What follows belongs to an exercise in optimizing a design on an open flow for small area, a short achievable clock period and few clock cycles; a production flow would make more cautious choices.
The RTL was checked by simulation tests, not by an equivalence proof against the original design.
Power is estimated from default activity; no workload was simulated.

==> inputs of violet <==
## Controller_module
module Controller_module (
    input working_clock,
    input reset_machine,
    input controller_change_mode,
    input key_valid,
    input [3:0]key_code,
    output key_ack,
    output reg out_valid,
    output reg out_device,
    output reg [7:0]out_char,
    output editing,
    output halted
    );
export LEC_CHECK = 0
export ABC_AREA = 1
export ABC_CLOCK_PERIOD_IN_PS = 3000
export CAP_MARGIN = 20
export CORE_MARGIN = 2
export CORE_UTILIZATION = 40
export CTS_BUF_LIST = sky130_fd_sc_hd__clkbuf_8
export CTS_CLUSTER_SIZE = 20
export SETUP_SLACK_MARGIN = 1.0
export SLEW_MARGIN = 20
create_clock -name core_clock -period 6.0 [get_ports {working_clock}]
run.sh (not shown) runs the stock make flow with config.mk's settings and CLKGATE_MAP_FILE= SYNTH_SCRIPT=/design/flow/synth_recipe.tcl, a recipe that flattens the netlist after the stock synthesis.
==> lagoon (differences from violet) <==
--- a/flow/design.v
+++ b/flow/design.v
@@ -60,21 +60,18 @@
     wire [3:0] gr2 = (rp + 7'd2 < hw) ? bank2[ri] : S_END;
     wire [3:0] gr3 = (rp + 7'd3 < hw) ? bank3[ri] : S_END;
     wire [15:0] grp = {gr3, gr2, gr1, gr0};
     reg [31:0] q;
     reg [4:0] g;
     reg [1:0] o;
+    reg [3:0] oh;             
     wire [6:0] pc = {g, o};
     reg [3:0] w0, w1, w2, w3, w4;    
     always @(*) begin
-        case (o)
-        2'd0: {w4, w3, w2, w1, w0} = q[19:0];
-        2'd1: {w4, w3, w2, w1, w0} = q[23:4];
-        2'd2: {w4, w3, w2, w1, w0} = q[27:8];
-        default: {w4, w3, w2, w1, w0} = {S_END, q[27:12]};   
-        endcase
+        {w4, w3, w2, w1, w0} = ({20{oh[0]}} & q[19:0]) | ({20{oh[1]}} & q[23:4]) |
+                               ({20{oh[2]}} & q[27:8]) | ({20{oh[3]}} & {S_END, q[27:12]});
     end
     function is_op(input [3:0] s);
         is_op = s[3];
     endfunction
     function is_mv(input [3:0] s);
         is_mv = !s[3] && s[2];
@@ -147,17 +144,26 @@
     wire [3:0] a2s = a2 ? w1 : S_PAS;
     wire [2:0] f_mv = ca0 ? {m2_0, dr[0], m1_0} : ca1 ? {m2_1, dr[1], m1_1} : {m2_2, dr[2], m1_2};
     wire [3:0] b1 = b1k[1] ? w1 : b1k[2] ? w2 : b1k[3] ? w3 : b1k[4] ? w4 : S_PAS;
     wire [3:0] b2 = b2k[1] ? w2 : b2k[2] ? w3 : b2k[3] ? w4 : S_PAS;
     wire f_end = lenh[0];
     wire [1:0] f_kind = f_end ? K_END : K_OPS;
-    wire [2:0] os1 = {1'b0, o} + 3'd1, os2 = {1'b0, o} + 3'd2, os3 = {1'b0, o} + 3'd3,
-               os4 = {1'b0, o} + 3'd4, os5 = {1'b0, o} + 3'd5;
-    wire [2:0] osum = ({3{lenh[1]}} & os1) | ({3{lenh[2]}} & os2) | ({3{lenh[3]}} & os3) |
-                      ({3{lenh[4]}} & os4) | ({3{lenh[5]}} & os5) | ({3{f_end}} & {1'b0, o});
-    wire sh = osum[2];
+    reg [3:0] nxh;
+    reg sh;
+    integer ok_, ol_;
+    always @(*) begin
+        nxh = 4'd0;
+        sh = 1'b0;
+        for (ok_ = 0; ok_ < 4; ok_ = ok_ + 1)
+            for (ol_ = 0; ol_ < 6; ol_ = ol_ + 1)
+                if (ok_ + ol_ <= 7) begin
+                    nxh[(ok_ + ol_) % 4] = nxh[(ok_ + ol_) % 4] | (oh[ok_] & lenh[ol_]);
+                    if (ok_ + ol_ >= 4) sh = sh | (oh[ok_] & lenh[ol_]);
+                end
+    end
+    wire [2:0] osum = {sh, nxh[3] | nxh[2], nxh[3] | nxh[1]};
     wire [4:0] g1 = g + 5'd1, g2 = g + 5'd2, g3 = g + 5'd3;
     wire [38:0] qs_seq = sh ? {g1, osum[1:0], grp, q[31:16]} : {g, osum[1:0], q};
     wire [4:0] ri_seq = sh ? g3 : g2;
     wire [38:0] qs_cur = {g, o, q};
     function [4:0] comp2(input [3:0] x1, input [3:0] x2);    
         reg [1:0] s1;
@@ -278,13 +284,14 @@
                 (t2 && pr[1][7:0] == u_bneg) || (t3 && pr[1][15:8] == u_bneg);
     wire [7:0] v0 = apply(u_a, cur);
     wire [7:0] vb = apply(u_b, nb);
     wire [7:0] vc = apply(u_c, cur);
     wire [7:0] v1 = moved ? vb : vc;
     wire zb = (u_b[5:4] == 2'd0) ? nbeq : (u_b[5:4] == 2'd2) ? (key8 == u_bneg) : (u_bneg == 8'd0);
-    wire zc = (u_c[5:4] == 2'd0) ? (cur == u_cneg) : (u_c[5:4] == 2'd2) ? (key8 == u_cneg) : (u_cneg == 8'd0);
+    wire zc = (u_c[5:4] == 2'd0) ? (h ? pr[0][15:8] == u_cneg : pr[0][7:0] == u_cneg) :
+              (u_c[5:4] == 2'd2) ? (key8 == u_cneg) : (u_cneg == 8'd0);
     wire z1 = moved ? zb : zc;
     wire e_lol = active && u_lol;    
     wire e_push = go && u_lol && !z1;
     wire e_skip = go && u_lol && z1;
     wire e_miss = go && u_br && u_pred && z1;        
     wire e_taken = go && u_br && u_pred && !z1;
@@ -305,25 +312,36 @@
     wire f_pex = has_r && has_top && last;
     wire [38:0] cur_top = (d == 7'd1) ? s0 : s1;
     wire [4:0] cur_top_ri = (d == 7'd1) ? s0_ri : s1_ri;
     wire [38:0] top_eff = e_lol ? qs_cur : top1 ? s0 : s1;
     wire [4:0] top_ri = e_lol ? g2 : top1 ? s0_ri : s1_ri;
     wire [6:0] pc_m2 = pc - 7'd2;
+    wire [47:0] st_norm = f_pt ? {top_eff, 4'b0001 << top_eff[33:32], top_ri}
+                               : {qs_seq, nxh, ri_seq};
+    wire [47:0] st_z = u_lol ? {qs_cur, oh, pc[6:2]} :
+                       (u_br && u_pred) ? {ft, 4'b0001 << ft[33:32], ft_ri} : st_norm;
+    wire [47:0] st_nz = (u_br && u_pex) ? {cur_top, 4'b0001 << cur_top[33:32], cur_top_ri} :
+                        (u_br && !u_pred && !u_pex) ? {qs_cur, oh, pc_m2[6:2]} : st_norm;
+    wire [1:0] uk_z = (u_lol || (u_br && u_pred)) ? K_NOP : f_kind;
+    wire [1:0] uk_nz = (u_br && !u_pred) ? K_NOP : f_kind;
     wire [6:0] sp_p1 = sp + 7'd1, sp_m1 = sp - 7'd1;
     reg [3:0] sw;             
     always @(*) begin
         case (sp[1:0])
         2'd0: sw = gr0;
         2'd1: sw = gr1;
         2'd2: sw = gr2;
         default: sw = gr3;
         endcase
     end
     assign key_ack = key_valid && (mode == M_EDIT || (active && u_inp));
     assign editing = (mode == M_EDIT) && !kv;
-    assign halted = (mode == M_HALT) || (run && u_kind == K_END && !out_valid);
+    reg halted_r;
+    assign halted = halted_r;
+    wire end_next = run && !(e_end || e_skip || e_back || e_miss || e_xmiss) && !stall &&
+                    f_kind == K_END && !(go && u_out != 4'd0);
     always @(posedge working_clock) begin
         if (!stall) begin
             u_a <= f_a; u_b <= f_b; u_c <= f_c; u_mv <= f_mv;
             u_bneg <= neg(f_b[3:0]); u_cneg <= {{4{f_cn[3]}}, f_cn};
             u_sel <= go ? msel(f_mv, ptr_n[0], ptr_n == 6'd0, ptr_n == 6'd1, ptr_n == 6'd62, ptr_n == 6'd63)
                         : msel(f_mv, h, at0, at1, at62, at63);
@@ -342,17 +360,19 @@
             hw <= 7'd0;
             kv <= 1'b0;
             ptr <= 6'd0;
             {at0, at1, at62, at63} <= 4'b1000;
             dev <= 1'b0;
             out_valid <= 1'b0;
+            halted_r <= 1'b0;
             d <= 7'd0;
             u_kind <= K_NOP;
             ri <= 5'd0;
         end else begin
             out_valid <= go && u_out != 4'd0;
+            if (e_end || end_next) halted_r <= 1'b1;
             kv <= key_valid && mode == M_EDIT;
             kreg <= key_code;
             if (kv) begin
                 if (kreg <= 4'ha) begin
                     if (cursor != 7'd127) cursor <= cursor + 7'd1;
                     if (cursor == hw && cursor != 7'd127) hw <= hw + 7'd1;
@@ -378,48 +398,31 @@
             case (mode)
             M_EDIT: begin
                 ri <= {4'd0, ~ri[0]};
                 if (ri[0]) q[31:16] <= grp; else q[15:0] <= grp;
                 g <= 5'd0;
                 o <= 2'd0;
+                oh <= 4'b0001;
                 if (controller_change_mode) begin
                     mode <= M_RUN;
                     ri <= 5'd2;
                 end
             end
             M_RUN: begin
+                if (go || !stall) {g, o, q, oh, ri} <= go ? (z1 ? st_z : st_nz) : st_norm;
+                if (go || !stall) u_kind <= go ? (z1 ? uk_z : uk_nz) : f_kind;
                 if (e_end) mode <= M_HALT;
-                else if (e_skip) begin
+                if (e_skip) begin
                     mode <= M_FSCAN;
                     cnt <= 7'd0;
                     sp <= pc;
-                    ri <= pc[6:2];
-                    u_kind <= K_NOP;
-                end else if (e_back) begin
+                end
+                if (e_back) begin
                     mode <= M_BSCAN;
                     cnt <= 7'd0;
                     sp <= pc - 7'd2;
-                    ri <= pc_m2[6:2];
-                    u_kind <= K_NOP;
-                end else if (e_miss) begin
-                    {g, o, q} <= ft;
-                    ri <= ft_ri;
-                    u_kind <= K_NOP;
-                end else if (e_xmiss) begin
-                    {g, o, q} <= cur_top;
-                    ri <= cur_top_ri;
-                    u_kind <= K_NOP;
-                end else if (!stall) begin
-                    u_kind <= f_kind;
-                    if (f_pt) begin
-                        {g, o, q} <= top_eff;
-                        ri <= top_ri;
-                    end else begin
-                        {g, o, q} <= qs_seq;
-                        ri <= ri_seq;
-                    end
                 end
             end
             M_FSCAN: begin
                 sp <= sp + 7'd1;
                 ri <= sp_p1[6:2];
                 if (is_lol(sw)) cnt <= cnt + 7'd1;
@@ -447,12 +450,13 @@
                 mode <= M_LOAD1;
             end
             M_LOAD1: begin
                 q[31:16] <= grp;
                 g <= sp[6:2];
                 o <= sp[1:0];
+                oh <= 4'b0001 << sp[1:0];
                 ri <= ri + 5'd1;
                 mode <= M_RUN;
             end
             default: ;
             endcase
         end
==> ember (differences from violet) <==
Settings changed: CORE_UTILIZATION 40 to 60, CTS_BUF_LIST sky130_fd_sc_hd__clkbuf_8 to unset, CTS_CLUSTER_SIZE 20 to unset, PLACE_DENSITY set to 0.75.
==> yarrow (differences from violet) <==
Settings changed: CTS_BUF_LIST sky130_fd_sc_hd__clkbuf_8 to unset, CTS_CLUSTER_SIZE 20 to unset.
==> summary of the runs <==
- Between lagoon and yarrow, the lower wire length is in yarrow (gap 6.4%, measured against yarrow).
- lagoon produced a clean layout. ember passed the timing, DRC and antenna checks. violet went through all stages and came out clean. yarrow produced a clean layout.
- Against violet, the first-iteration DRC count of lagoon is larger by 20%.
- The lowest via count belongs to yarrow, the highest to lagoon.
- Synthesized cell count is the same in ember and yarrow.
- In yarrow the core utilization is higher than in violet, by 0.29 points.
- Of yarrow and ember, ember has the higher maximum frequency (gap 0.77%, measured against ember).
- The highest power belongs to yarrow, the lowest to violet.
- Final cell count: ember < yarrow < violet < lagoon.
- Hold slack: lagoon > violet > yarrow > ember.
- Against violet, the non-clock buffer count of lagoon is lower by 2.
==> figures <==
| quantity | yarrow | lagoon | violet | ember |
|---|---|---|---|---|
| Status | timing/DRC/antenna clean | timing/DRC/antenna clean | timing/DRC/antenna clean | timing/DRC/antenna clean |
| Routing usage on met2 | 33.43% | 34.28% | 33.61% | 47.74% |
| Share of the core filled with cells in the final layout | 44.92% | 44.53% | 44.63% | 66.39% |
| Cells after synthesis | 6,729 | 6,970 | 6,729 | 6,729 |
| EDFF count, synth | 766 | 770 | 766 | 766 |
| Sink count of the clock tree | 1,331 | 1,336 | 1,331 | 1,331 |
| Post-synthesis compound-gate area fraction | 20.46% | 20.32% | 20.46% | 20.46% |
| Ratio of cells with drive above 1 in the final layout | 7.764% | 7.894% | 8.778% | 7.346% |
| Total Power Consumption | 34,910 uW | 34,740 uW | 33,490 uW | 34,380 uW |
| Clock-cell share of area | 6.907% | 6.162% | 6.254% | 6.439% |
| Dpl ws | 0.5290 ns | 0.7281 ns | 0.5290 ns | 0.5207 ns |
| Row count | 145 | 146 | 145 | 118 |
| Capture endpoint of the worst hold path | dev$_SDFFE_PP0P_ | dev$_SDFFE_PP0P_ | pr[9][1]$_DFF_P_ | dev$_SDFFE_PP0P_ |
| Register fraction of the total cell area | 49.05% | 49.00% | 49.37% | 49.98% |
| Cell area after layout | 70,010 sq um | 70,360 sq um | 69,560 sq um | 68,710 sq um |
| HPWL Detailed | 110,400 microns | 114,400 microns | 110,400 microns | 109,200 microns |
| Non-Clock Buffer Count | 142 | 144 | 146 | 132 |
| Pwr dens | 498.7 nW/um^2 | 493.8 nW/um^2 | 481.5 nW/um^2 | 500.4 nW/um^2 |
| Met2 routed wirelength | 80,540 microns | 84,050 microns | 80,990 microns | 77,290 microns |
| Area share of xor/xnor cells in the synthesized design | 1.106% | 1.076% | 1.106% | 1.106% |
| Final area over synthesized area | 1.1187x | 1.1086x | 1.1114x | 1.0979x |
| # fillers | 14,690 | 15,198 | 14,879 | 8,155 |
Testbench counts of violet, summed over its fixed seeds: cycles 24,921.
Testbench counts of lagoon, summed over its fixed seeds: cycles 24,921.
Testbench counts of ember, summed over its fixed seeds: cycles 24,921.
Testbench counts of yarrow, summed over its fixed seeds: cycles 24,921.

==> separate check: timing with driven ports <==
The results above use ideal ports. As a check the final layouts listed here were re-extracted and re-timed, cells and wires unchanged. Step 1 sets driving cells, clkbuf_16 on the clock port and buf_2 on the other inputs (assumed; they add their load-dependent delay and slew). Step 2 also shifts input and output timing later by t, the mid clock arrival at the registers, as if the neighbouring blocks saw the same clock. Slacks: ideal ports / drivers / drivers and shift; pairs: ideal ports / drivers.
run | t, ns | setup slack, ns | slew at the worst register clock pin (ns)
violet | 0.969 | 1.186 / 1.131 / 0.443 | 0.07 / 0.07
lagoon | 0.997 | 1.191 / 1.191 / 0.678 | 0.07 / 0.07
ember | 0.828 | 1.163 / 1.163 / 0.782 | 0.07 / 0.07
yarrow | 0.840 | 1.126 / 1.045 / 0.531 | 0.07 / 0.07
After both steps every run listed still meets setup and hold. For violet, which loses most, drivers alone change the setup slack by -0.055 ns; drivers and shift together by -0.743 ns.
